Background: an optimization exercise with open tools, aiming at small area, a short achievable clock period and few clock cycles per item. Do not read the settings as production practice.
Function was not checked in any run shown here: the RTL went through the layout flow alone.

$ cat flow/run.sh
#!/bin/bash
# synth_recipe.tcl (not shown) runs the flow's synth.tcl, then flattens the netlist and writes it again
# the make line also repeats each setting of config.mk as NAME=value (left out here)
make -C /OpenROAD-flow-scripts/flow DESIGN_CONFIG=/design/flow/config.mk WORK_HOME=/design/flow/orfs CLKGATE_MAP_FILE= SYNTH_SCRIPT=/design/flow/synth_recipe.tcl finish
$ cat flow/config.mk
export PLATFORM = sky130hd
export DESIGN_NAME = rsa_key
export DESIGN_NICKNAME = rsa_key
export VERILOG_FILES = /design/flow/design.v
export SDC_FILE = /design/flow/constraint.sdc
export NUM_CORES = 4
export LEC_CHECK = 0
export ABC_AREA = 1
export CAP_MARGIN = 20
export CORE_MARGIN = 2
export CORE_UTILIZATION = 40
export SLEW_MARGIN = 20
$ cat flow/constraint.sdc
create_clock -name core_clock -period 210.0 [get_ports {clk}]
set_input_delay 42.0000 -clock core_clock [delete_from_list [all_inputs] [get_ports {clk}]]
set_output_delay 42.0000 -clock core_clock [all_outputs]
set_load 0.01 [all_outputs]
$ cat flow/design.v
module rsa_row #(parameter K = 0, parameter W = 12) (
    input  [W-1:0]  R, B,
    input  [11:0]   X, TB,
    input           en,
    output [W-1:0]  RO,
    output [11:0]   XO,
    output          qo
);
    localparam WR = W - K;
    localparam WX = 12 - K;
    wire [WR:0]   c;
    wire [WR-1:0] d;
    wire [WX:0]   cx;
    wire [WX-1:0] sx;
    assign c[0]  = 1'b1;
    assign cx[0] = 1'b0;
    genvar j;
    generate for (j = 0; j < WR; j = j + 1) begin : bt
        wire x = R[K+j];
        wire y = ~B[j];
        assign d[j]   = x ^ y ^ c[j];
        assign c[j+1] = (x & y) | (x & c[j]) | (y & c[j]);
    end endgenerate
    wire q = en & c[WR];
    wire [WX-1:0] tb = TB[WX-1:0] & {WX{q}};
    generate for (j = 0; j < WX; j = j + 1) begin : bx
        wire x = X[K+j];
        wire y = tb[j];
        assign sx[j]   = x ^ y ^ cx[j];
        assign cx[j+1] = (x & y) | (x & cx[j]) | (y & cx[j]);
    end endgenerate
    assign qo = q;
    generate if (K == 0) begin : k0
        assign RO = q ? d : R;
        assign XO = sx;
    end else begin : kn
        assign RO = {q ? d : R[W-1:K], R[K-1:0]};
        assign XO = {sx, X[K-1:0]};
    end endgenerate
endmodule
module rsa_add #(parameter W = 12) (
    input  [W-1:0] a, b,
    input          ci,
    output [W-1:0] s,
    output         co
);
    wire [W:0] c;
    assign c[0] = ci;
    genvar j;
    generate for (j = 0; j < W; j = j + 1) begin : bt
        assign s[j]   = a[j] ^ b[j] ^ c[j];
        assign c[j+1] = (a[j] & b[j]) | (a[j] & c[j]) | (b[j] & c[j]);
    end endgenerate
    assign co = c[W];
endmodule
module rsa_cneg #(parameter W = 12) (
    input  [W-1:0] x,
    input          n,
    output [W-1:0] y
);
    wire [W-1:0] xi = x ^ {W{n}};
    wire [W:0]   c;
    assign c[0] = n;
    genvar j;
    generate for (j = 0; j < W; j = j + 1) begin : bt
        assign y[j]   = xi[j] ^ c[j];
        assign c[j+1] = xi[j] & c[j];
    end endgenerate
endmodule
module rsa_prep (
    input  [5:0]  p, q,
    output [11:0] N, Eu
);
    wire [11:0] acc [0:5];
    assign acc[0] = {6'd0, p & {6{q[0]}}};
    genvar i;
    generate for (i = 1; i < 6; i = i + 1) begin : mr
        wire [6:0] s;
        wire       co;
        rsa_add #(.W(6)) u_a (.a(acc[i-1][i+5:i]), .b(p & {6{q[i]}}), .ci(1'b0), .s(s[5:0]), .co(co));
        assign s[6] = co;
        if (i < 5) begin : lo
            assign acc[i] = {{(5-i){1'b0}}, s, acc[i-1][i-1:0]};
        end else begin : hi
            assign acc[i] = {s[6:0], acc[i-1][4:0]};
        end
    end endgenerate
    assign N = acc[5];
    wire [11:0] np = {6'h3f, ~p};
    wire [11:0] nq;
    rsa_cneg #(.W(12)) u_nq (.x({6'd0, q}), .n(1'b1), .y(nq));
    wire [11:0] cs = N ^ np ^ nq;
    wire [11:0] cc = (N & np) | (N & nq) | (np & nq);
    wire        co2;
    rsa_add #(.W(12)) u_e (.a(cs), .b({cc[10:0], 1'b1}), .ci(1'b1), .s(Eu), .co(co2));
endmodule
module rsa_rrow #(parameter K = 0, parameter W = 12) (
    input  [W-1:0]  R, B,
    input           en,
    output [W-1:0]  RO,
    output          qo
);
    localparam WR = W - K;
    wire [WR:0]   c;
    wire [WR-1:0] d;
    assign c[0] = 1'b1;
    genvar j;
    generate for (j = 0; j < WR; j = j + 1) begin : bt
        wire x = R[K+j];
        wire y = ~B[j];
        assign d[j]   = x ^ y ^ c[j];
        assign c[j+1] = (x & y) | (x & c[j]) | (y & c[j]);
    end endgenerate
    wire q = en & c[WR];
    assign qo = q;
    generate if (K == 0) begin : k0
        assign RO = q ? d : R;
    end else begin : kn
        assign RO = {q ? d : R[W-1:K], R[K-1:0]};
    end endgenerate
endmodule
module rsa_tb4 #(parameter I = 0) (
    input  [11:0] X, TB,
    input         q2, q1, q0,
    output [11:0] XO
);
    localparam WX = 12 - 2 * I;
    wire one = q1 ^ q0;
    wire two = (q2 & ~q1 & ~q0) | (~q2 & q1 & q0);
    wire neg = q2;
    wire [WX-1:0] tb  = TB[WX-1:0];
    wire [WX-1:0] tb2 = {TB[WX-2:0], 1'b0};
    wire [WX-1:0] pp  = ((tb & {WX{one}}) | (tb2 & {WX{two}})) ^ {WX{neg}};
    wire [WX:0]   c;
    wire [WX-1:0] s;
    assign c[0] = neg;
    genvar j;
    generate for (j = 0; j < WX; j = j + 1) begin : bt
        wire x = X[2*I+j];
        wire y = pp[j];
        assign s[j]   = x ^ y ^ c[j];
        assign c[j+1] = (x & y) | (x & c[j]) | (y & c[j]);
    end endgenerate
    generate if (I == 0) begin : i0
        assign XO = s;
    end else begin : in
        assign XO = {s, X[2*I-1:0]};
    end endgenerate
endmodule
module rsa_key #(parameter WIDTH = 6) (
    input                    clk,
    input                    rst_n,
    input                    in_valid,
    output                   in_ready,
    input  [WIDTH-1:0]       IN_P,
    input  [WIDTH-1:0]       IN_Q,
    input  [WIDTH*2-1:0]     IN_E,
    output reg               out_valid,
    output reg [WIDTH*2-1:0] OUT_N,
    output reg [WIDTH*2-1:0] OUT_D
);
assign in_ready = 1'b1;
reg v0;
reg [5:0] p0, q0;
reg [11:0] e0;
always @(posedge clk or negedge rst_n)
    if (~rst_n) v0 <= 1'b0; else v0 <= in_valid;
always @(posedge clk) begin p0 <= IN_P; q0 <= IN_Q; e0 <= IN_E; end
wire [11:0] c_N, c_Eu, c_A0, c_B0;
rsa_prep u_prep (.p(p0), .q(q0), .N(c_N), .Eu(c_Eu));
rsa_cneg #(.W(12)) u_na (.x(c_Eu), .n(c_Eu[11]), .y(c_A0));
rsa_cneg #(.W(12)) u_nb (.x(e0), .n(e0[11]), .y(c_B0));
wire        c_sp0 = ~(c_Eu[11] ^ e0[11]);
wire [10:0] c1_Bw = c_B0;
wire [10:0] c2_A;
wire c3_q;
rsa_rrow #(.K(10), .W(11)) u_d0_k10 (.R(c_A0), .B(c1_Bw), .en((|c_B0 & ~|c_B0[11:1])), .RO(c2_A), .qo(c3_q));
wire [10:0] c4_Bw = c_B0;
wire [10:0] c5_A;
wire c6_q;
rsa_rrow #(.K(9), .W(11)) u_d0_k9 (.R(c2_A), .B(c4_Bw), .en((|c_B0 & ~|c_B0[11:2])), .RO(c5_A), .qo(c6_q));
wire [10:0] c7_Bw = c_B0;
wire [10:0] c8_A;
wire c9_q;
rsa_rrow #(.K(8), .W(11)) u_d0_k8 (.R(c5_A), .B(c7_Bw), .en((|c_B0 & ~|c_B0[11:3])), .RO(c8_A), .qo(c9_q));
wire [10:0] c10_Bw = c_B0;
wire [10:0] c11_A;
wire c12_q;
rsa_rrow #(.K(7), .W(11)) u_d0_k7 (.R(c8_A), .B(c10_Bw), .en((|c_B0 & ~|c_B0[11:4])), .RO(c11_A), .qo(c12_q));
wire [10:0] c13_Bw = c_B0;
wire [10:0] c14_A;
wire c15_q;
rsa_rrow #(.K(6), .W(11)) u_d0_k6 (.R(c11_A), .B(c13_Bw), .en((|c_B0 & ~|c_B0[11:5])), .RO(c14_A), .qo(c15_q));
wire [10:0] c16_Bw = c_B0;
wire [10:0] c17_A;
wire c18_q;
rsa_rrow #(.K(5), .W(11)) u_d0_k5 (.R(c14_A), .B(c16_Bw), .en((|c_B0 & ~|c_B0[11:6])), .RO(c17_A), .qo(c18_q));
wire [10:0] c19_Bw = c_B0;
wire [10:0] c20_A;
wire c21_q;
rsa_rrow #(.K(4), .W(11)) u_d0_k4 (.R(c17_A), .B(c19_Bw), .en((|c_B0 & ~|c_B0[11:7])), .RO(c20_A), .qo(c21_q));
wire [10:0] c22_Bw = c_B0;
wire [10:0] c23_A;
wire c24_q;
rsa_rrow #(.K(3), .W(11)) u_d0_k3 (.R(c20_A), .B(c22_Bw), .en((|c_B0 & ~|c_B0[11:8])), .RO(c23_A), .qo(c24_q));
wire [10:0] c25_Bw = c_B0;
wire [10:0] c26_A;
wire c27_q;
rsa_rrow #(.K(2), .W(11)) u_d0_k2 (.R(c23_A), .B(c25_Bw), .en((|c_B0 & ~|c_B0[11:9])), .RO(c26_A), .qo(c27_q));
wire [10:0] c28_Bw = c_B0;
wire [10:0] c29_A;
wire c30_q;
rsa_rrow #(.K(1), .W(11)) u_d0_k1 (.R(c26_A), .B(c28_Bw), .en((|c_B0 & ~|c_B0[11:10])), .RO(c29_A), .qo(c30_q));
wire [10:0] c31_Bw = c_B0;
wire [10:0] c32_A;
wire c33_q;
rsa_rrow #(.K(0), .W(11)) u_d0_k0 (.R(c29_A), .B(c31_Bw), .en((|c_B0 & ~|c_B0[11:11])), .RO(c32_A), .qo(c33_q));
reg v1;
always @(posedge clk or negedge rst_n)
    if (~rst_n) v1 <= 1'b0; else v1 <= v0;
reg [10:0] s1_A;
always @(posedge clk) s1_A <= c32_A;
reg [11:0] s1_B;
always @(posedge clk) s1_B <= c_B0;
reg s1_sp;
always @(posedge clk) s1_sp <= c_sp0;
reg [11:0] s1_Eu;
always @(posedge clk) s1_Eu <= c_Eu;
reg [11:0] s1_N;
always @(posedge clk) s1_N <= c_N;
reg s1_q10;
always @(posedge clk) s1_q10 <= c3_q;
reg s1_q9;
always @(posedge clk) s1_q9 <= c6_q;
reg s1_q8;
always @(posedge clk) s1_q8 <= c9_q;
reg s1_q7;
always @(posedge clk) s1_q7 <= c12_q;
reg s1_q6;
always @(posedge clk) s1_q6 <= c15_q;
reg s1_q5;
always @(posedge clk) s1_q5 <= c18_q;
reg s1_q4;
always @(posedge clk) s1_q4 <= c21_q;
reg s1_q3;
always @(posedge clk) s1_q3 <= c24_q;
reg s1_q2;
always @(posedge clk) s1_q2 <= c27_q;
reg s1_q1;
always @(posedge clk) s1_q1 <= c30_q;
reg s1_q0;
always @(posedge clk) s1_q0 <= c33_q;
wire [11:0] c34_Q = {1'b0, s1_q10, s1_q9, s1_q8, s1_q7, s1_q6, s1_q5, s1_q4, s1_q3, s1_q2, s1_q1, s1_q0};
wire c35_bnz = |s1_B;
wire [11:0] c36_A = s1_B;
wire [10:0] c37_B = c35_bnz ? s1_A[10:0] : 11'd0;
wire [11:0] c38_X = 12'd1;
wire [11:0] c39_TB = c34_Q;
wire c40_par = c35_bnz ? ~1'b0 : 1'b0;
wire c41_sw = c35_bnz ? 1'b0 : ~1'b0;
wire [11:0] c42_Bw = c37_B;
wire [11:0] c43_A;
wire c44_q;
rsa_rrow #(.K(11), .W(12)) u_d1_k11 (.R(c36_A), .B(c42_Bw), .en((|c37_B & ~|c37_B[10:1])), .RO(c43_A), .qo(c44_q));
wire [11:0] c45_Bw = c37_B;
wire [11:0] c46_A;
wire c47_q;
rsa_rrow #(.K(10), .W(12)) u_d1_k10 (.R(c43_A), .B(c45_Bw), .en((|c37_B & ~|c37_B[10:2])), .RO(c46_A), .qo(c47_q));
wire [11:0] c48_Bw = c37_B;
wire [11:0] c49_A;
wire c50_q;
rsa_rrow #(.K(9), .W(12)) u_d1_k9 (.R(c46_A), .B(c48_Bw), .en((|c37_B & ~|c37_B[10:3])), .RO(c49_A), .qo(c50_q));
wire [11:0] c51_X;
rsa_tb4 #(.I(5)) u_t1_i5 (.X(c38_X), .TB(c39_TB), .q2(c44_q), .q1(c47_q), .q0(c50_q), .XO(c51_X));
wire [11:0] c52_Bw = c37_B;
wire [11:0] c53_A;
wire c54_q;
rsa_rrow #(.K(8), .W(12)) u_d1_k8 (.R(c49_A), .B(c52_Bw), .en((|c37_B & ~|c37_B[10:4])), .RO(c53_A), .qo(c54_q));
wire [11:0] c55_Bw = c37_B;
wire [11:0] c56_A;
wire c57_q;
rsa_rrow #(.K(7), .W(12)) u_d1_k7 (.R(c53_A), .B(c55_Bw), .en((|c37_B & ~|c37_B[10:5])), .RO(c56_A), .qo(c57_q));
wire [11:0] c58_X;
rsa_tb4 #(.I(4)) u_t1_i4 (.X(c51_X), .TB(c39_TB), .q2(c50_q), .q1(c54_q), .q0(c57_q), .XO(c58_X));
wire [11:0] c59_Bw = c37_B;
wire [11:0] c60_A;
wire c61_q;
rsa_rrow #(.K(6), .W(12)) u_d1_k6 (.R(c56_A), .B(c59_Bw), .en((|c37_B & ~|c37_B[10:6])), .RO(c60_A), .qo(c61_q));
wire [11:0] c62_Bw = c37_B;
wire [11:0] c63_A;
wire c64_q;
rsa_rrow #(.K(5), .W(12)) u_d1_k5 (.R(c60_A), .B(c62_Bw), .en((|c37_B & ~|c37_B[10:7])), .RO(c63_A), .qo(c64_q));
wire [11:0] c65_X;
rsa_tb4 #(.I(3)) u_t1_i3 (.X(c58_X), .TB(c39_TB), .q2(c57_q), .q1(c61_q), .q0(c64_q), .XO(c65_X));
wire [11:0] c66_Bw = c37_B;
wire [11:0] c67_A;
wire c68_q;
rsa_rrow #(.K(4), .W(12)) u_d1_k4 (.R(c63_A), .B(c66_Bw), .en((|c37_B & ~|c37_B[10:8])), .RO(c67_A), .qo(c68_q));
wire [11:0] c69_Bw = c37_B;
wire [11:0] c70_A;
wire c71_q;
rsa_rrow #(.K(3), .W(12)) u_d1_k3 (.R(c67_A), .B(c69_Bw), .en((|c37_B & ~|c37_B[10:9])), .RO(c70_A), .qo(c71_q));
wire [11:0] c72_X;
rsa_tb4 #(.I(2)) u_t1_i2 (.X(c65_X), .TB(c39_TB), .q2(c64_q), .q1(c68_q), .q0(c71_q), .XO(c72_X));
wire [11:0] c73_Bw = c37_B;
wire [11:0] c74_A;
wire c75_q;
rsa_rrow #(.K(2), .W(12)) u_d1_k2 (.R(c70_A), .B(c73_Bw), .en((|c37_B & ~|c37_B[10:10])), .RO(c74_A), .qo(c75_q));
wire [11:0] c76_Bw = c37_B;
wire [11:0] c77_A;
wire c78_q;
rsa_rrow #(.K(1), .W(12)) u_d1_k1 (.R(c74_A), .B(c76_Bw), .en((|c37_B)), .RO(c77_A), .qo(c78_q));
wire [11:0] c79_X;
rsa_tb4 #(.I(1)) u_t1_i1 (.X(c72_X), .TB(c39_TB), .q2(c71_q), .q1(c75_q), .q0(c78_q), .XO(c79_X));
wire [11:0] c80_Bw = c37_B;
wire [11:0] c81_A;
wire c82_q;
rsa_rrow #(.K(0), .W(12)) u_d1_k0 (.R(c77_A), .B(c80_Bw), .en((|c37_B)), .RO(c81_A), .qo(c82_q));
reg v2;
always @(posedge clk or negedge rst_n)
    if (~rst_n) v2 <= 1'b0; else v2 <= v1;
reg [11:0] s2_A;
always @(posedge clk) s2_A <= c81_A;
reg [10:0] s2_B;
always @(posedge clk) s2_B <= c37_B;
reg [11:0] s2_X;
always @(posedge clk) s2_X <= c79_X;
reg [11:0] s2_TB;
always @(posedge clk) s2_TB <= c39_TB;
reg s2_par;
always @(posedge clk) s2_par <= c40_par;
reg s2_sw;
always @(posedge clk) s2_sw <= c41_sw;
reg s2_sp;
always @(posedge clk) s2_sp <= s1_sp;
reg [11:0] s2_Eu;
always @(posedge clk) s2_Eu <= s1_Eu;
reg [11:0] s2_N;
always @(posedge clk) s2_N <= s1_N;
reg s2_q1;
always @(posedge clk) s2_q1 <= c78_q;
reg s2_q0;
always @(posedge clk) s2_q0 <= c82_q;
wire [11:0] c83_X;
rsa_tb4 #(.I(0)) u_t1_i0 (.X(s2_X), .TB(s2_TB), .q2(s2_q1), .q1(s2_q0), .q0(1'b0), .XO(c83_X));
wire c84_bnz = |s2_B;
wire [10:0] c85_A = s2_B;
wire [9:0] c86_B = c84_bnz ? s2_A[9:0] : 10'd0;
wire [11:0] c87_X = s2_TB;
wire [11:0] c88_TB = c83_X;
wire c89_par = c84_bnz ? ~s2_par : s2_par;
wire c90_sw = c84_bnz ? s2_sw : ~s2_sw;
wire [10:0] c91_Bw = c86_B;
wire [10:0] c92_A;
wire c93_q;
rsa_rrow #(.K(10), .W(11)) u_d2_k10 (.R(c85_A), .B(c91_Bw), .en((|c86_B & ~|c86_B[9:1])), .RO(c92_A), .qo(c93_q));
wire [10:0] c94_Bw = c86_B;
wire [10:0] c95_A;
wire c96_q;
rsa_rrow #(.K(9), .W(11)) u_d2_k9 (.R(c92_A), .B(c94_Bw), .en((|c86_B & ~|c86_B[9:2])), .RO(c95_A), .qo(c96_q));
wire [11:0] c97_X;
rsa_tb4 #(.I(5)) u_t2_i5 (.X(c87_X), .TB(c88_TB), .q2(1'b0), .q1(c93_q), .q0(c96_q), .XO(c97_X));
wire [10:0] c98_Bw = c86_B;
wire [10:0] c99_A;
wire c100_q;
rsa_rrow #(.K(8), .W(11)) u_d2_k8 (.R(c95_A), .B(c98_Bw), .en((|c86_B & ~|c86_B[9:3])), .RO(c99_A), .qo(c100_q));
wire [10:0] c101_Bw = c86_B;
wire [10:0] c102_A;
wire c103_q;
rsa_rrow #(.K(7), .W(11)) u_d2_k7 (.R(c99_A), .B(c101_Bw), .en((|c86_B & ~|c86_B[9:4])), .RO(c102_A), .qo(c103_q));
wire [11:0] c104_X;
rsa_tb4 #(.I(4)) u_t2_i4 (.X(c97_X), .TB(c88_TB), .q2(c96_q), .q1(c100_q), .q0(c103_q), .XO(c104_X));
wire [10:0] c105_Bw = c86_B;
wire [10:0] c106_A;
wire c107_q;
rsa_rrow #(.K(6), .W(11)) u_d2_k6 (.R(c102_A), .B(c105_Bw), .en((|c86_B & ~|c86_B[9:5])), .RO(c106_A), .qo(c107_q));
wire [10:0] c108_Bw = c86_B;
wire [10:0] c109_A;
wire c110_q;
rsa_rrow #(.K(5), .W(11)) u_d2_k5 (.R(c106_A), .B(c108_Bw), .en((|c86_B & ~|c86_B[9:6])), .RO(c109_A), .qo(c110_q));
wire [11:0] c111_X;
rsa_tb4 #(.I(3)) u_t2_i3 (.X(c104_X), .TB(c88_TB), .q2(c103_q), .q1(c107_q), .q0(c110_q), .XO(c111_X));
wire [10:0] c112_Bw = c86_B;
wire [10:0] c113_A;
wire c114_q;
rsa_rrow #(.K(4), .W(11)) u_d2_k4 (.R(c109_A), .B(c112_Bw), .en((|c86_B & ~|c86_B[9:7])), .RO(c113_A), .qo(c114_q));
wire [10:0] c115_Bw = c86_B;
wire [10:0] c116_A;
wire c117_q;
rsa_rrow #(.K(3), .W(11)) u_d2_k3 (.R(c113_A), .B(c115_Bw), .en((|c86_B & ~|c86_B[9:8])), .RO(c116_A), .qo(c117_q));
wire [11:0] c118_X;
rsa_tb4 #(.I(2)) u_t2_i2 (.X(c111_X), .TB(c88_TB), .q2(c110_q), .q1(c114_q), .q0(c117_q), .XO(c118_X));
wire [10:0] c119_Bw = c86_B;
wire [10:0] c120_A;
wire c121_q;
rsa_rrow #(.K(2), .W(11)) u_d2_k2 (.R(c116_A), .B(c119_Bw), .en((|c86_B & ~|c86_B[9:9])), .RO(c120_A), .qo(c121_q));
wire [10:0] c122_Bw = c86_B;
wire [10:0] c123_A;
wire c124_q;
rsa_rrow #(.K(1), .W(11)) u_d2_k1 (.R(c120_A), .B(c122_Bw), .en((|c86_B)), .RO(c123_A), .qo(c124_q));
wire [11:0] c125_X;
rsa_tb4 #(.I(1)) u_t2_i1 (.X(c118_X), .TB(c88_TB), .q2(c117_q), .q1(c121_q), .q0(c124_q), .XO(c125_X));
wire [10:0] c126_Bw = c86_B;
wire [10:0] c127_A;
wire c128_q;
rsa_rrow #(.K(0), .W(11)) u_d2_k0 (.R(c123_A), .B(c126_Bw), .en((|c86_B)), .RO(c127_A), .qo(c128_q));
wire [11:0] c129_X;
rsa_tb4 #(.I(0)) u_t2_i0 (.X(c125_X), .TB(c88_TB), .q2(c124_q), .q1(c128_q), .q0(1'b0), .XO(c129_X));
wire c130_bnz = |c86_B;
wire [9:0] c131_A = c86_B;
wire [9:0] c132_B = c130_bnz ? c127_A[9:0] : 10'd0;
wire [11:0] c133_X = c88_TB;
wire [11:0] c134_TB = c129_X;
wire c135_par = c130_bnz ? ~c89_par : c89_par;
wire c136_sw = c130_bnz ? c90_sw : ~c90_sw;
wire [9:0] c137_Bw = c132_B;
wire [9:0] c138_A;
wire c139_q;
rsa_rrow #(.K(9), .W(10)) u_d3_k9 (.R(c131_A), .B(c137_Bw), .en((|c132_B & ~|c132_B[9:1])), .RO(c138_A), .qo(c139_q));
wire [11:0] c140_X;
rsa_tb4 #(.I(5)) u_t3_i5 (.X(c133_X), .TB(c134_TB), .q2(1'b0), .q1(1'b0), .q0(c139_q), .XO(c140_X));
reg v3;
always @(posedge clk or negedge rst_n)
    if (~rst_n) v3 <= 1'b0; else v3 <= v2;
reg [9:0] s3_A;
always @(posedge clk) s3_A <= c138_A;
reg [9:0] s3_B;
always @(posedge clk) s3_B <= c132_B;
reg [11:0] s3_X;
always @(posedge clk) s3_X <= c140_X;
reg [11:0] s3_TB;
always @(posedge clk) s3_TB <= c134_TB;
reg s3_par;
always @(posedge clk) s3_par <= c135_par;
reg s3_sw;
always @(posedge clk) s3_sw <= c136_sw;
reg s3_sp;
always @(posedge clk) s3_sp <= s2_sp;
reg [11:0] s3_Eu;
always @(posedge clk) s3_Eu <= s2_Eu;
reg [11:0] s3_N;
always @(posedge clk) s3_N <= s2_N;
reg s3_q9;
always @(posedge clk) s3_q9 <= c139_q;
wire [9:0] c141_Bw = s3_B;
wire [9:0] c142_A;
wire c143_q;
rsa_rrow #(.K(8), .W(10)) u_d3_k8 (.R(s3_A), .B(c141_Bw), .en((|s3_B & ~|s3_B[9:2])), .RO(c142_A), .qo(c143_q));
wire [9:0] c144_Bw = s3_B;
wire [9:0] c145_A;
wire c146_q;
rsa_rrow #(.K(7), .W(10)) u_d3_k7 (.R(c142_A), .B(c144_Bw), .en((|s3_B & ~|s3_B[9:3])), .RO(c145_A), .qo(c146_q));
wire [11:0] c147_X;
rsa_tb4 #(.I(4)) u_t3_i4 (.X(s3_X), .TB(s3_TB), .q2(s3_q9), .q1(c143_q), .q0(c146_q), .XO(c147_X));
wire [9:0] c148_Bw = s3_B;
wire [9:0] c149_A;
wire c150_q;
rsa_rrow #(.K(6), .W(10)) u_d3_k6 (.R(c145_A), .B(c148_Bw), .en((|s3_B & ~|s3_B[9:4])), .RO(c149_A), .qo(c150_q));
wire [9:0] c151_Bw = s3_B;
wire [9:0] c152_A;
wire c153_q;
rsa_rrow #(.K(5), .W(10)) u_d3_k5 (.R(c149_A), .B(c151_Bw), .en((|s3_B & ~|s3_B[9:5])), .RO(c152_A), .qo(c153_q));
wire [11:0] c154_X;
rsa_tb4 #(.I(3)) u_t3_i3 (.X(c147_X), .TB(s3_TB), .q2(c146_q), .q1(c150_q), .q0(c153_q), .XO(c154_X));
wire [9:0] c155_Bw = s3_B;
wire [9:0] c156_A;
wire c157_q;
rsa_rrow #(.K(4), .W(10)) u_d3_k4 (.R(c152_A), .B(c155_Bw), .en((|s3_B & ~|s3_B[9:6])), .RO(c156_A), .qo(c157_q));
wire [9:0] c158_Bw = s3_B;
wire [9:0] c159_A;
wire c160_q;
rsa_rrow #(.K(3), .W(10)) u_d3_k3 (.R(c156_A), .B(c158_Bw), .en((|s3_B & ~|s3_B[9:7])), .RO(c159_A), .qo(c160_q));
wire [11:0] c161_X;
rsa_tb4 #(.I(2)) u_t3_i2 (.X(c154_X), .TB(s3_TB), .q2(c153_q), .q1(c157_q), .q0(c160_q), .XO(c161_X));
wire [9:0] c162_Bw = s3_B;
wire [9:0] c163_A;
wire c164_q;
rsa_rrow #(.K(2), .W(10)) u_d3_k2 (.R(c159_A), .B(c162_Bw), .en((|s3_B & ~|s3_B[9:8])), .RO(c163_A), .qo(c164_q));
wire [9:0] c165_Bw = s3_B;
wire [9:0] c166_A;
wire c167_q;
rsa_rrow #(.K(1), .W(10)) u_d3_k1 (.R(c163_A), .B(c165_Bw), .en((|s3_B & ~|s3_B[9:9])), .RO(c166_A), .qo(c167_q));
wire [11:0] c168_X;
rsa_tb4 #(.I(1)) u_t3_i1 (.X(c161_X), .TB(s3_TB), .q2(c160_q), .q1(c164_q), .q0(c167_q), .XO(c168_X));
wire [9:0] c169_Bw = s3_B;
wire [9:0] c170_A;
wire c171_q;
rsa_rrow #(.K(0), .W(10)) u_d3_k0 (.R(c166_A), .B(c169_Bw), .en((|s3_B)), .RO(c170_A), .qo(c171_q));
wire [11:0] c172_X;
rsa_tb4 #(.I(0)) u_t3_i0 (.X(c168_X), .TB(s3_TB), .q2(c167_q), .q1(c171_q), .q0(1'b0), .XO(c172_X));
wire c173_bnz = |s3_B;
wire [9:0] c174_A = s3_B;
wire [8:0] c175_B = c173_bnz ? c170_A[8:0] : 9'd0;
wire [11:0] c176_X = s3_TB;
wire [11:0] c177_TB = c172_X;
wire c178_par = c173_bnz ? ~s3_par : s3_par;
wire c179_sw = c173_bnz ? s3_sw : ~s3_sw;
wire [9:0] c180_Bw = c175_B;
wire [9:0] c181_A;
wire c182_q;
rsa_rrow #(.K(9), .W(10)) u_d4_k9 (.R(c174_A), .B(c180_Bw), .en((|c175_B & ~|c175_B[8:1])), .RO(c181_A), .qo(c182_q));
wire [11:0] c183_X;
rsa_tb4 #(.I(5)) u_t4_i5 (.X(c176_X), .TB(c177_TB), .q2(1'b0), .q1(1'b0), .q0(c182_q), .XO(c183_X));
wire [9:0] c184_Bw = c175_B;
wire [9:0] c185_A;
wire c186_q;
rsa_rrow #(.K(8), .W(10)) u_d4_k8 (.R(c181_A), .B(c184_Bw), .en((|c175_B & ~|c175_B[8:2])), .RO(c185_A), .qo(c186_q));
wire [9:0] c187_Bw = c175_B;
wire [9:0] c188_A;
wire c189_q;
rsa_rrow #(.K(7), .W(10)) u_d4_k7 (.R(c185_A), .B(c187_Bw), .en((|c175_B & ~|c175_B[8:3])), .RO(c188_A), .qo(c189_q));
wire [11:0] c190_X;
rsa_tb4 #(.I(4)) u_t4_i4 (.X(c183_X), .TB(c177_TB), .q2(c182_q), .q1(c186_q), .q0(c189_q), .XO(c190_X));
wire [9:0] c191_Bw = c175_B;
wire [9:0] c192_A;
wire c193_q;
rsa_rrow #(.K(6), .W(10)) u_d4_k6 (.R(c188_A), .B(c191_Bw), .en((|c175_B & ~|c175_B[8:4])), .RO(c192_A), .qo(c193_q));
wire [9:0] c194_Bw = c175_B;
wire [9:0] c195_A;
wire c196_q;
rsa_rrow #(.K(5), .W(10)) u_d4_k5 (.R(c192_A), .B(c194_Bw), .en((|c175_B & ~|c175_B[8:5])), .RO(c195_A), .qo(c196_q));
wire [11:0] c197_X;
rsa_tb4 #(.I(3)) u_t4_i3 (.X(c190_X), .TB(c177_TB), .q2(c189_q), .q1(c193_q), .q0(c196_q), .XO(c197_X));
wire [9:0] c198_Bw = c175_B;
wire [9:0] c199_A;
wire c200_q;
rsa_rrow #(.K(4), .W(10)) u_d4_k4 (.R(c195_A), .B(c198_Bw), .en((|c175_B & ~|c175_B[8:6])), .RO(c199_A), .qo(c200_q));
reg v4;
always @(posedge clk or negedge rst_n)
    if (~rst_n) v4 <= 1'b0; else v4 <= v3;
reg [9:0] s4_A;
always @(posedge clk) s4_A <= c199_A;
reg [8:0] s4_B;
always @(posedge clk) s4_B <= c175_B;
reg [11:0] s4_X;
always @(posedge clk) s4_X <= c197_X;
reg [11:0] s4_TB;
always @(posedge clk) s4_TB <= c177_TB;
reg s4_par;
always @(posedge clk) s4_par <= c178_par;
reg s4_sw;
always @(posedge clk) s4_sw <= c179_sw;
reg s4_sp;
always @(posedge clk) s4_sp <= s3_sp;
reg [11:0] s4_Eu;
always @(posedge clk) s4_Eu <= s3_Eu;
reg [11:0] s4_N;
always @(posedge clk) s4_N <= s3_N;
reg s4_q5;
always @(posedge clk) s4_q5 <= c196_q;
reg s4_q4;
always @(posedge clk) s4_q4 <= c200_q;
wire [9:0] c201_Bw = s4_B;
wire [9:0] c202_A;
wire c203_q;
rsa_rrow #(.K(3), .W(10)) u_d4_k3 (.R(s4_A), .B(c201_Bw), .en((|s4_B & ~|s4_B[8:7])), .RO(c202_A), .qo(c203_q));
wire [11:0] c204_X;
rsa_tb4 #(.I(2)) u_t4_i2 (.X(s4_X), .TB(s4_TB), .q2(s4_q5), .q1(s4_q4), .q0(c203_q), .XO(c204_X));
wire [9:0] c205_Bw = s4_B;
wire [9:0] c206_A;
wire c207_q;
rsa_rrow #(.K(2), .W(10)) u_d4_k2 (.R(c202_A), .B(c205_Bw), .en((|s4_B & ~|s4_B[8:8])), .RO(c206_A), .qo(c207_q));
wire [9:0] c208_Bw = s4_B;
wire [9:0] c209_A;
wire c210_q;
rsa_rrow #(.K(1), .W(10)) u_d4_k1 (.R(c206_A), .B(c208_Bw), .en((|s4_B)), .RO(c209_A), .qo(c210_q));
wire [11:0] c211_X;
rsa_tb4 #(.I(1)) u_t4_i1 (.X(c204_X), .TB(s4_TB), .q2(c203_q), .q1(c207_q), .q0(c210_q), .XO(c211_X));
wire [9:0] c212_Bw = s4_B;
wire [9:0] c213_A;
wire c214_q;
rsa_rrow #(.K(0), .W(10)) u_d4_k0 (.R(c209_A), .B(c212_Bw), .en((|s4_B)), .RO(c213_A), .qo(c214_q));
wire [11:0] c215_X;
rsa_tb4 #(.I(0)) u_t4_i0 (.X(c211_X), .TB(s4_TB), .q2(c210_q), .q1(c214_q), .q0(1'b0), .XO(c215_X));
wire c216_bnz = |s4_B;
wire [8:0] c217_A = s4_B;
wire [8:0] c218_B = c216_bnz ? c213_A[8:0] : 9'd0;
wire [11:0] c219_X = s4_TB;
wire [11:0] c220_TB = c215_X;
wire c221_par = c216_bnz ? ~s4_par : s4_par;
wire c222_sw = c216_bnz ? s4_sw : ~s4_sw;
wire [8:0] c223_Bw = c218_B;
wire [8:0] c224_A;
wire c225_q;
rsa_rrow #(.K(8), .W(9)) u_d5_k8 (.R(c217_A), .B(c223_Bw), .en((|c218_B & ~|c218_B[8:1])), .RO(c224_A), .qo(c225_q));
wire [8:0] c226_Bw = c218_B;
wire [8:0] c227_A;
wire c228_q;
rsa_rrow #(.K(7), .W(9)) u_d5_k7 (.R(c224_A), .B(c226_Bw), .en((|c218_B & ~|c218_B[8:2])), .RO(c227_A), .qo(c228_q));
wire [11:0] c229_X;
rsa_tb4 #(.I(4)) u_t5_i4 (.X(c219_X), .TB(c220_TB), .q2(1'b0), .q1(c225_q), .q0(c228_q), .XO(c229_X));
wire [8:0] c230_Bw = c218_B;
wire [8:0] c231_A;
wire c232_q;
rsa_rrow #(.K(6), .W(9)) u_d5_k6 (.R(c227_A), .B(c230_Bw), .en((|c218_B & ~|c218_B[8:3])), .RO(c231_A), .qo(c232_q));
wire [8:0] c233_Bw = c218_B;
wire [8:0] c234_A;
wire c235_q;
rsa_rrow #(.K(5), .W(9)) u_d5_k5 (.R(c231_A), .B(c233_Bw), .en((|c218_B & ~|c218_B[8:4])), .RO(c234_A), .qo(c235_q));
wire [11:0] c236_X;
rsa_tb4 #(.I(3)) u_t5_i3 (.X(c229_X), .TB(c220_TB), .q2(c228_q), .q1(c232_q), .q0(c235_q), .XO(c236_X));
wire [8:0] c237_Bw = c218_B;
wire [8:0] c238_A;
wire c239_q;
rsa_rrow #(.K(4), .W(9)) u_d5_k4 (.R(c234_A), .B(c237_Bw), .en((|c218_B & ~|c218_B[8:5])), .RO(c238_A), .qo(c239_q));
wire [8:0] c240_Bw = c218_B;
wire [8:0] c241_A;
wire c242_q;
rsa_rrow #(.K(3), .W(9)) u_d5_k3 (.R(c238_A), .B(c240_Bw), .en((|c218_B & ~|c218_B[8:6])), .RO(c241_A), .qo(c242_q));
wire [11:0] c243_X;
rsa_tb4 #(.I(2)) u_t5_i2 (.X(c236_X), .TB(c220_TB), .q2(c235_q), .q1(c239_q), .q0(c242_q), .XO(c243_X));
wire [8:0] c244_Bw = c218_B;
wire [8:0] c245_A;
wire c246_q;
rsa_rrow #(.K(2), .W(9)) u_d5_k2 (.R(c241_A), .B(c244_Bw), .en((|c218_B & ~|c218_B[8:7])), .RO(c245_A), .qo(c246_q));
wire [8:0] c247_Bw = c218_B;
wire [8:0] c248_A;
wire c249_q;
rsa_rrow #(.K(1), .W(9)) u_d5_k1 (.R(c245_A), .B(c247_Bw), .en((|c218_B & ~|c218_B[8:8])), .RO(c248_A), .qo(c249_q));
wire [11:0] c250_X;
rsa_tb4 #(.I(1)) u_t5_i1 (.X(c243_X), .TB(c220_TB), .q2(c242_q), .q1(c246_q), .q0(c249_q), .XO(c250_X));
wire [8:0] c251_Bw = c218_B;
wire [8:0] c252_A;
wire c253_q;
rsa_rrow #(.K(0), .W(9)) u_d5_k0 (.R(c248_A), .B(c251_Bw), .en((|c218_B)), .RO(c252_A), .qo(c253_q));
wire [11:0] c254_X;
rsa_tb4 #(.I(0)) u_t5_i0 (.X(c250_X), .TB(c220_TB), .q2(c249_q), .q1(c253_q), .q0(1'b0), .XO(c254_X));
wire c255_bnz = |c218_B;
wire [8:0] c256_A = c218_B;
wire [7:0] c257_B = c255_bnz ? c252_A[7:0] : 8'd0;
wire [11:0] c258_X = c220_TB;
wire [11:0] c259_TB = c254_X;
wire c260_par = c255_bnz ? ~c221_par : c221_par;
wire c261_sw = c255_bnz ? c222_sw : ~c222_sw;
wire f_z = ~|c257_B;
wire [11:0] f_u = (f_z & ~c261_sw) ? c258_X : c259_TB;
wire f_neg = s4_sp & ~(f_z ? c260_par : ~c260_par);
wire [11:0] f_Eu = s4_Eu;
wire f_m = (f_neg & |f_u) | f_u[11];   
wire [11:0] f_df, f_ndf;
wire f_ge;
rsa_add #(.W(12)) u_df (.a(f_u), .b(~f_Eu), .ci(1'b1), .s(f_df), .co(f_ge));
rsa_cneg #(.W(12)) u_nd (.x(f_df), .n(1'b1), .y(f_ndf));
wire f_gt = f_ge & |f_df;
wire [11:0] f_D = f_m ? f_ndf : f_gt ? f_df : f_u;
always @(posedge clk or negedge rst_n)
    if (~rst_n) out_valid <= 1'b0; else out_valid <= v4;
always @(posedge clk) begin OUT_N <= s4_N; OUT_D <= f_D; end
endmodule
==> run summary, run 1 <==
outcome=no timing/DRC/antenna violations; Cell Area, Synth=31100 um2; Relative slew margins=0.417; root buf cell=clkbuf_16; HPWL Detailed=57.7 mm; hold slack final=314 ps; Avg Synthesized Cell Area=8.71 um2; Cell variety after synth=just under 60; CTS Buf Count=36; Synth area leaders=fa_1 31%, dfxtp_1 21%, nand2_1 8.9%, inv_1 7.4%, xor2_1 6.3%; Crit Path Class=flop to output port; Pre-antenna DRT Iters=6; CP max stage delay=about 540 ps; Detailed Route WL=68.9 mm; fraction of layout instances using a drive strength above 1=0.0506; Initial Util=0.403; final cycle utilization of the critical path=0.207; GPL Wtd Cong=0.857; gr usage total=0.182; crit path launch type=flop; Post-CTS Setup Inserts=0; row cnt=slightly above 100; critical path depth=1; Cells after Synth=roughly 3.6k; Port Buffers=51; Max Freq=approximately 23 MHz; initial antenna violation count=1; io pins=53; clk sink count=328; Max Cap Viol=0; DRT iter0 DRCs=1091; Worst-Skew Late Latency=560 ps; largest net degree at the start of global routing=22; worst hold path type=flop to flop; Worst Path Buf+Inv=1; grt total ovfl=0; CP cell instances=clkdlybuf4s50_1; Worst-Margin Slew=871 ps; Synth Register Bits=328; Total Nets Final=4254; Hold Crit Depth=0; Crit. End Element=output port; Post-Synthesis Net Count=4214; area leader, netlist=fa_1; Crit-path slowest cell=clkdlybuf4s50_1; Setup TNS Final=0 ps; post_cts resized=0; Chip Height=283 um; hold violation count in the final report=0; full die area=about 80000 um2; drc violations=0; worst reg2reg setup slack=169040 ps; crit-path max FO=1; Final Max Tran Viols=0; Worst EP arrival=1400 ps; Vias/cell=4.82; Area Growth Syn to Fin=9.42%; RSZ-0062 raised after global routing=false; Place WS=167160 ps; global-route wire length before repair=118 mm; antenna-violating nets left=0; die width=approximately 280 um; clock tree buffer depth=3; Setup Viol. Count Final=0; area fraction of the dominant cell type after synthesis=0.314; core area=77200 um2; Crit path max-delay family=buffers and inverters; Seq/Total Area, Yosys=0.212; vias in the first global route=23.1k; Ys Warns=3; Worst Skew=22.6 ps; CP required=168000 ps; Reg2Reg Depth=148; TritonCTS clock tree=built; Vias=22.6k; post-layout worst setup margin=166600 ps; wire length per cell=14.7 um; Worst-path clk slew=60 ps; Hold-fix buffers, CTS=0; Period minus WS final=43400 ps; CTS H-tree lvls=2
cell usage in the layout (no fill, tap or decap), types with 20 or more instances in the layout:
cell             count
mux2i_1             48
ha_1               131
buf_4               22
or2_2               21
clkinv_1            23
o21ai_0            132
nand2_1            739
clkbuf_16           37
fa_1               487
a31oi_1             62
o22ai_1            150
xnor2_1             40
nand3_1            109
inv_1              613
o21ai_1             20
dfxtp_1            322
xor2_1             225
nor2_1             185
clkdlybuf4s50_1     51
nand4_1             21
layout make-up:
cell class	count	area (um2)
Tap cell	1040	1300
Clock inverter	22	284
Sequential cell	328	6600
Clock buffer	42	985
Multi-Input combinational cell	2512	21700
Inverter	658	2480
Timing Repair Buffer	73	676
Fill cell	7621	43200
Antenna cell	1	2.50
per-layer routing:
layer / up-vias / track usage / share of wire
met1: 10900 / 0.237 / 0.45
li1: 11200 / - / -
met2: 322 / 0.319 / 0.49
met4: 0 / 0.0479 / 0.025
met3: 97 / 0.0232 / 0.033
met5: - / 0 / 0
metrics by stage:
step                      instances  cell area (um2)  utilization
final                          4676            34000        0.440
after global routing           4675            34000        0.440
after CTS                      4675            34000        0.440
after detailed placement       4611            32700        0.424
after global placement         4611            32700        0.424
after floorplan                3569            31100            -
synthesized netlist by cell type, drive strengths merged:
cell type	count
a211oi	1
a21boi	3
a21oi	17
a22o	1
a22oi	3
a31oi	63
and2	10
and3	1
and3b	1
buf	25
clkbuf	46
clkinv	24
conb	1
dfrtp	6
dfxtp	322
fa	487
ha	131
inv	634
mux2i	48
nand2	755
nand3	127
nand3b	10
nand4	22
nor2	196
nor2b	1
nor3	22
nor4	9
o2111ai	1
o211ai	9
o21a	3
o21ai	153
o22ai	150
or2	22
xnor2	40
xor2	225
cells by family (layout without fill, tap and decap cells):
family / count (synthesis) / count (layout) / synth area share
flip-flops: 328 / 328 / 0.212
adder cells (fa/ha/maj): 618 / 618 / 0.366
other: 1 / 2 / 0.000121
XOR/XNOR: 265 / 265 / 0.0747
AO/OA/AOI/OAI: 404 / 404 / 0.0759
multiplexers: 48 / 48 / 0.0155
buffers and inverters: 729 / 795 / 0.0905
AND/OR/NAND/NOR: 1176 / 1176 / 0.165
final timing paths:
kind                              startpoint           endpoint
min                        s2_Eu[11]$_DFF_P_  s3_Eu[11]$_DFF_P_
max in group asynchronous              rst_n       v4$_DFF_PN0_
max                         OUT_D[2]$_DFF_P_           OUT_D[2]
min in group asynchronous              rst_n       v0$_DFF_PN0_
max reg2reg                  s4_B[0]$_DFF_P_   OUT_D[3]$_DFF_P_
min reg2reg                s2_Eu[11]$_DFF_P_  s3_Eu[11]$_DFF_P_
==> run 2: changes to the inputs <==
--- a/flow/config.mk
+++ b/flow/config.mk
@@ -10,3 +10,5 @@
 export CORE_MARGIN = 2
 export CORE_UTILIZATION = 40
+export CTS_CLUSTER_DIAMETER = 60
+export CTS_CLUSTER_SIZE = 40
 export SLEW_MARGIN = 20
==> run 2 against run 1 <==
Net effect: fmax barely moved; final cell count fell by 0.43%; routed wire length shrank 0.68%; die area is the same; worst setup slack worse by 41 ps; still clean.
==> run summary, run 2 <==
Hold-fix buffers, CTS=0 (unchanged); most common cell in the synthesized netlist=nand2_1; grt total ovfl=0 (unchanged); initial antenna violation count=1 (unchanged); Initial Util=0.403 (unchanged); number of flops mapped to enable cells by yosys=0 (unchanged); Cells after Synth=3569 (unchanged); die width=283 um (unchanged); Worst-Margin Slew=871 ps (+0.161 ps); post-synthesis async set-or-reset flop share=0.0183 (unchanged); Worst EP arrival=1440 ps (+40 ps); clk sink count=328 (unchanged); Worst Path Buf+Inv=1 (unchanged); global-route wire length before repair=117 mm (-0.80%); GPL Wtd Cong=0.857 (unchanged); fraction of layout instances using a drive strength above 1=0.0456 (-0.00499); Post-Synthesis Net Count=4214 (unchanged); Relative slew margins=0.417 (about the same); Total Nets Final=4243 (-0.26%); RSZ-0062 raised after global routing=false; Cell Area, Synth=31100 um2 (unchanged); Worst-path clk slew=130 ps (+70 ps); Cell variety after synth=58 (unchanged); Post-CTS Setup Inserts=0 (unchanged); CTS Buf Count=25 (-31%); Crit Path Class=flop to output port; final core occ=0.437 (-0.00308); met3 Track Usage GR=0.0196 (-0.00362); wire length per cell=14.7 um (-0.26%); drc violations=0 (unchanged); Detailed Route WL=68.5 mm (-0.68%); root buf cell=clkbuf_16; Synth area leaders=fa_1 31%, dfxtp_1 21%, nand2_1 8.9%, inv_1 7.4%, xor2_1 6.3%; hold violation count in the final report=0 (unchanged); CP cell instances=clkdlybuf4s50_1; DRT iter0 DRCs=1128 (+3.4%); largest net degree at the start of global routing=41 (+86%); Worst Skew=44.7 ps (+22.1 ps); row cnt=102 (unchanged); Chip Height=283 um (unchanged); Vias=22.4k (-0.47%); Worst-Skew Late Latency=580 ps (+20 ps); Area Growth Syn to Fin=8.65%; ys flop type=dfxtp_1; TritonCTS clock tree=built; most frequent cells in the layout=739 x nand2_1, 613 x inv_1, 487 x fa_1; Crit-path slowest cell=clkdlybuf4s50_1; Setup Viol. Count Final=0 (unchanged); Seq/Total Area, Yosys=0.212 (unchanged); CP max stage delay=540 ps (about the same); Max Cap Viol=0 (unchanged); final cycle utilization of the critical path=0.207 (about the same); Crit. End Element=output port; antenna diode count=0 (-1); Avg Synthesized Cell Area=8.71 um2 (unchanged); gr usage total=0.180 (-0.00251); post_cts resized=0 (unchanged); io pins=53 (unchanged); CP required=168000 ps (about the same); CTS H-tree lvls=1 (-1); commonest non-fill, non-tap cell in the layout=nand2_1; busiest grt layer=met2; Synth top cells by count=739 x nand2_1, 613 x inv_1, 487 x fa_1, 322 x dfxtp_1, 225 x xor2_1; Port Buffers=51 (unchanged); outcome=no timing/DRC/antenna violations; Crit path max-delay family=buffers and inverters; full die area=79900 um2 (unchanged); crit-path max FO=1 (unchanged); vias in the first global route=22.9k (-0.80%); crit path launch type=flop; Pre-antenna DRT Iters=6 (unchanged); worst hold path type=flop to flop; core area=77200 um2 (unchanged); Synth Register Bits=328 (unchanged); Setup TNS Final=0 ps (unchanged); Period minus WS final=43440 ps (+41.0 ps); Max Freq=23.0 MHz (about the same); antenna-violating nets left=0 (unchanged); clock tree buffer depth=3 (unchanged); grt met1 use=0.236 (-0.000914); Vias/cell=4.82 (about the same); Ys Warns=3 (unchanged); HPWL Detailed=57.7 mm (unchanged); area leader, netlist=fa_1; Final Max Tran Viols=0 (unchanged); area fraction of the dominant cell type after synthesis=0.314 (unchanged); global routing usage on met2=0.315 (-0.00383)
[run 2: cell count changes in the layout (fill, tap and decap cells not counted), sizes merged]
cell	before	now
clkbuf	42	26
bufinv	4	2
clkinvlp	3	1
inv	639	641
clkinv	34	33
diode	1	0
[run 2: final timing paths]
kind	cells past startpoint	endpoint	slack, ps	start
worst max register to register	148	OUT_D[3]$_DFF_P_	169020	s4_B[0]$_DFF_P_
max in group asynchronous	1	v4$_DFF_PN0_	168110	rst_n
min in group asynchronous	1	v0$_DFF_PN0_	41670	rst_n
worst min register to register	0	s4_N[4]$_DFF_P_	330	s3_N[4]$_DFF_P_
worst max-delay path	1	OUT_D[2]	166560	OUT_D[2]$_DFF_P_
worst min-delay path	0	s4_N[4]$_DFF_P_	330	s3_N[4]$_DFF_P_
[run 2: area by class of cell]
| type | count | area, um2 |
|---|---|---|
| repair buffers | 73 | 676 |
| well taps | 1040 | 1300 |
| multi-input cells | 2512 | 21700 |
| clock buffers | 26 | 629 |
| flip-flops and latches | 328 | 6600 |
| inverters | 658 | 2480 |
| fillers | 7653 | 43400 |
| clock inverters | 19 | 404 |
[run 2: per-stage QoR]
stage	hold WS (ps)	cell area, um2	setup slack [ps]	std cells
floorplan	310	31100	167620	3569
CTS	335	33800	166520	4656
global route	333	33800	166470	4656
global placement	311	32700	167170	4611
detailed placement	312	32700	167160	4611
finish	330	33800	166560	4656
[run 2: cells by family after synthesis]
family / synth area share
AO/OA/AOI/OAI: 0.0759
XOR/XNOR: 0.0747
adder cells (fa/ha/maj): 0.366
buffers and inverters: 0.0905
flip-flops: 0.212
multiplexers: 0.0155
other: 0.000121
AND/OR/NAND/NOR: 0.165
[run 2: layer usage]
layer	wire, um	share of wire
met1	31100	0.45
met3	1960	0.029
met5	0	0
met4	1950	0.029
met2	33400	0.49
[run 2: worst reg2reg max path: cells and delay by family (launching register included)]
family,cells,cell delay [ps]
compound gates,9,1370
flops,1,490
simple gates,44,7080
fa+ha+maj,73,28650
xor+xnor,6,1020
buf+inv,16,2240
==> run 3: changes to the inputs <==
--- a/flow/config.mk
+++ b/flow/config.mk
@@ -10,5 +10,5 @@
 export CORE_MARGIN = 2
 export CORE_UTILIZATION = 40
-export CTS_CLUSTER_DIAMETER = 60
-export CTS_CLUSTER_SIZE = 40
+export CTS_CLUSTER_DIAMETER = 80
+export CTS_CLUSTER_SIZE = 30
 export SLEW_MARGIN = 20
==> run 3 against run 2 <==
Net effect: still clean; first-iteration DRC count is 0.35% higher; die area stayed put; flip-flop and latch count stayed put; sequential share of layout area is 0.18 points higher; worst setup slack better by 37 ps; critical path depth stayed put; area after synthesis stayed put; synthesized cell count stayed put.
==> run summary, run 3 <==
outcome=no timing/DRC/antenna violations; drc violations=0 (unchanged); final cycle utilization of the critical path=0.207 (about the same); row cnt=102 (unchanged); most common cell in the synthesized netlist=nand2_1; Max Cap Viol=0 (unchanged); Reg2Reg Depth=148 (unchanged); Relative slew margins=0.416 (-0.00131); Worst EP arrival=1400 ps (-40 ps); Total Nets Final=4239 (-0.094%); area fraction of the dominant cell type after synthesis=0.314 (unchanged); CP cell instances=clkdlybuf4s50_1; Cell Area, Synth=31100 um2 (unchanged); FF-to-FF Start=s4_B[0]$_DFF_P_; worst reg2reg setup slack=169030 ps (about the same); CTS H-tree lvls=1 (unchanged); RSZ-0062 raised after global routing=false; Chip Height=283 um (unchanged); CP max stage delay=540 ps (about the same); Area Growth Syn to Fin=7.66%; largest net degree at the start of global routing=31 (-24%); non-filler cells, final=4645 (-0.24%); DP Cell Count=4611 (unchanged); ys flop type=dfxtp_1; CTS Buf Count=21 (-16%); Period minus WS final=43400 ps (-37.0 ps); Synth top cells by count=739 x nand2_1, 613 x inv_1, 487 x fa_1, 322 x dfxtp_1, 225 x xor2_1; Crit Path Class=flop to output port; Post-CTS Setup Inserts=0 (unchanged); Worst Skew=32.3 ps (-12.4 ps); DRT iter0 DRCs=1132 (+0.35%); Ys Warns=3 (unchanged); Crit path max-delay family=buffers and inverters; Worst-Skew Late Latency=560 ps (-20 ps); Setup Viol. Count Final=0 (unchanged); fraction of layout instances using a drive strength above 1=0.0430 (-0.00263); Seq/Total Area, Yosys=0.212 (unchanged); crit path launch type=flop; global-route wire length before repair=117 mm (about the same); io pins=53 (unchanged); Setup TNS Final=0 ps (unchanged); Synth Register Bits=328 (unchanged); area post-placement=32700 um2 (unchanged); root buf cell=clkbuf_16; finished layout cell area=33500 um2 (-0.91%); Vias/cell=4.82 (about the same); mux cell area share after synthesis=0.0155 (unchanged); Port Buffers=51 (unchanged); hold slack final=333 ps (+2.48 ps); most frequent cells in the layout=739 x nand2_1, 613 x inv_1, 487 x fa_1; antenna-violating nets left=0 (unchanged); Hold-fix buffers, CTS=0 (unchanged); Worst Path Buf+Inv=1 (unchanged); Initial Util=0.403 (unchanged); TritonCTS clock tree=built; Final Max Tran Viols=0 (unchanged); Pre-antenna DRT Iters=7 (+1); Crit. Startpoint=OUT_N[6]$_DFF_P_; simple-gate area share of the yosys netlist=0.165 (unchanged); Detailed Route WL=68.2 mm (-0.38%); grt total ovfl=0 (unchanged); Post-Synthesis Net Count=4214 (unchanged); Crit-path slowest cell=clkdlybuf4s50_1; full die area=79900 um2 (unchanged); commonest non-fill, non-tap cell in the layout=nand2_1; worst r2r dst=OUT_D[3]$_DFF_P_; crit-path max FO=1 (unchanged); HPWL Detailed=57.7 mm (unchanged); Cells after Synth=3569 (unchanged); antenna diode count=0 (unchanged); Worst-path clk slew=100 ps (-30 ps); post_cts resized=0 (unchanged); core area=77200 um2 (unchanged); compound-gate portion of the synthesized area=0.0759 (unchanged); largest family of logic cells by synthesized area=adder cells; gr usage total=0.179 (about the same); Avg Synthesized Cell Area=8.71 um2 (unchanged); Max Freq=23.0 MHz (about the same); area leader, netlist=fa_1; Critical Path Sink=OUT_N[6]; Crit. End Element=output port; Synth Area in Adders=0.366 (unchanged); initial antenna violation count=1 (unchanged); final core occ=0.433 (-0.00399); Synth area leaders=fa_1 31%, dfxtp_1 21%, nand2_1 8.9%, inv_1 7.4%, xor2_1 6.3%; wire length per cell=14.7 um (-0.14%); CP required=168000 ps (about the same); critical path depth=1 (unchanged); number of flops mapped to enable cells by yosys=0 (unchanged); Worst-Margin Slew=873 ps (+1.95 ps); vias in the first global route=22.9k (-0.079%); clk sink count=328 (unchanged); GPL Wtd Cong=0.857 (unchanged); XOR/XNOR share of the synthesized area=0.0747 (unchanged); hold violation count in the final report=0 (unchanged); Cell variety after synth=58 (unchanged); clock tree buffer depth=3 (unchanged); Vias=22.4k (-0.20%); die width=283 um (unchanged); post-synthesis async set-or-reset flop share=0.0183 (unchanged); worst hold path type=flop to flop
run 3: final cells by class:
cell class	instances	area, um2
clock inverter	13	200
multi-input combinational	2512	21700
timing repair buffer	73	676
fill	7690	43700
inverter	658	2480
sequential	328	6600
tap	1040	1300
clock buffer	21	526
run 3: routing by layer:
| layer | vias to the layer above | part of all wire | global-route usage |
|---|---|---|---|
| met5 | - | 0 | 0 |
| met4 | 0 | 0.023 | 0.0399 |
| met3 | 80 | 0.030 | 0.0188 |
| met2 | 295 | 0.49 | 0.317 |
| met1 | 10900 | 0.45 | 0.237 |
| li1 | 11200 | - | - |
run 3: worst min path at each step:
| stage | start | to | slack (ps) | cells past startpoint |
|---|---|---|---|---|
| CTS | s2_N[7]$_DFF_P_ | s3_N[7]$_DFF_P_ | 340 | 0 |
| floorplan | s4_N[0]$_DFF_P_ | OUT_N[0]$_DFF_P_ | 310 | 0 |
| global route | s2_sp$_DFF_P_ | s3_sp$_DFF_P_ | 340 | 0 |
| detailed placement | s4_N[5]$_DFF_P_ | OUT_N[5]$_DFF_P_ | 310 | 0 |
| finish | s2_sp$_DFF_P_ | s3_sp$_DFF_P_ | 330 | 0 |
| global placement | s3_N[0]$_DFF_P_ | s4_N[0]$_DFF_P_ | 310 | 0 |
run 3: logic make-up (layout without fill, tap and decap cells):
logic type               after synthesis  count (layout)
multiplexers                          48              48
flip-flops                           328             328
adder cells (fa/ha/maj)              618             618
XOR/XNOR                             265             265
AO/OA/AOI/OAI                        404             404
other                                  1               1
buffers and inverters                729             765
AND/OR/NAND/NOR                     1176            1176
run 3: per-stage QoR:
stage                     setup slack, ps
after floorplan                    167620
after global placement             167170
after detailed placement           167160
after CTS                          166550
after global routing               166470
final                              166600

==> afterwards: timing with drivers on the ports <==
No port has a modelled driver above. Below, the same layouts with a new extraction and two added sets of constraints.
Step 1 (the two cells are an assumption about what drives the block):
set clk [get_ports {clk}]
set_driving_cell -lib_cell sky130_fd_sc_hd__clkbuf_16 $clk
set_driving_cell -lib_cell sky130_fd_sc_hd__buf_2 [delete_from_list [all_inputs] $clk]
Step 2 moves the port delays by t, midway between the first and last clock arrival at a register: inputs arrive t later, outputs are due t later. That takes back most of the time a late clock gives input paths.
Three values: no drivers, after step 1, after step 2; two values: the first two.
run | t, ns | setup slack, ns | slew at the worst register clock pin (ns)
run 1 | 0.609 | 166.601 / 166.540 / 167.149 | 0.07 / 0.07
run 2 | 0.615 | 166.560 / 166.502 / 167.118 | 0.13 / 0.13
run 3 | 0.603 | 166.597 / 166.538 / 167.140 | 0.11 / 0.11
After both steps setup and hold are still met in every run listed.
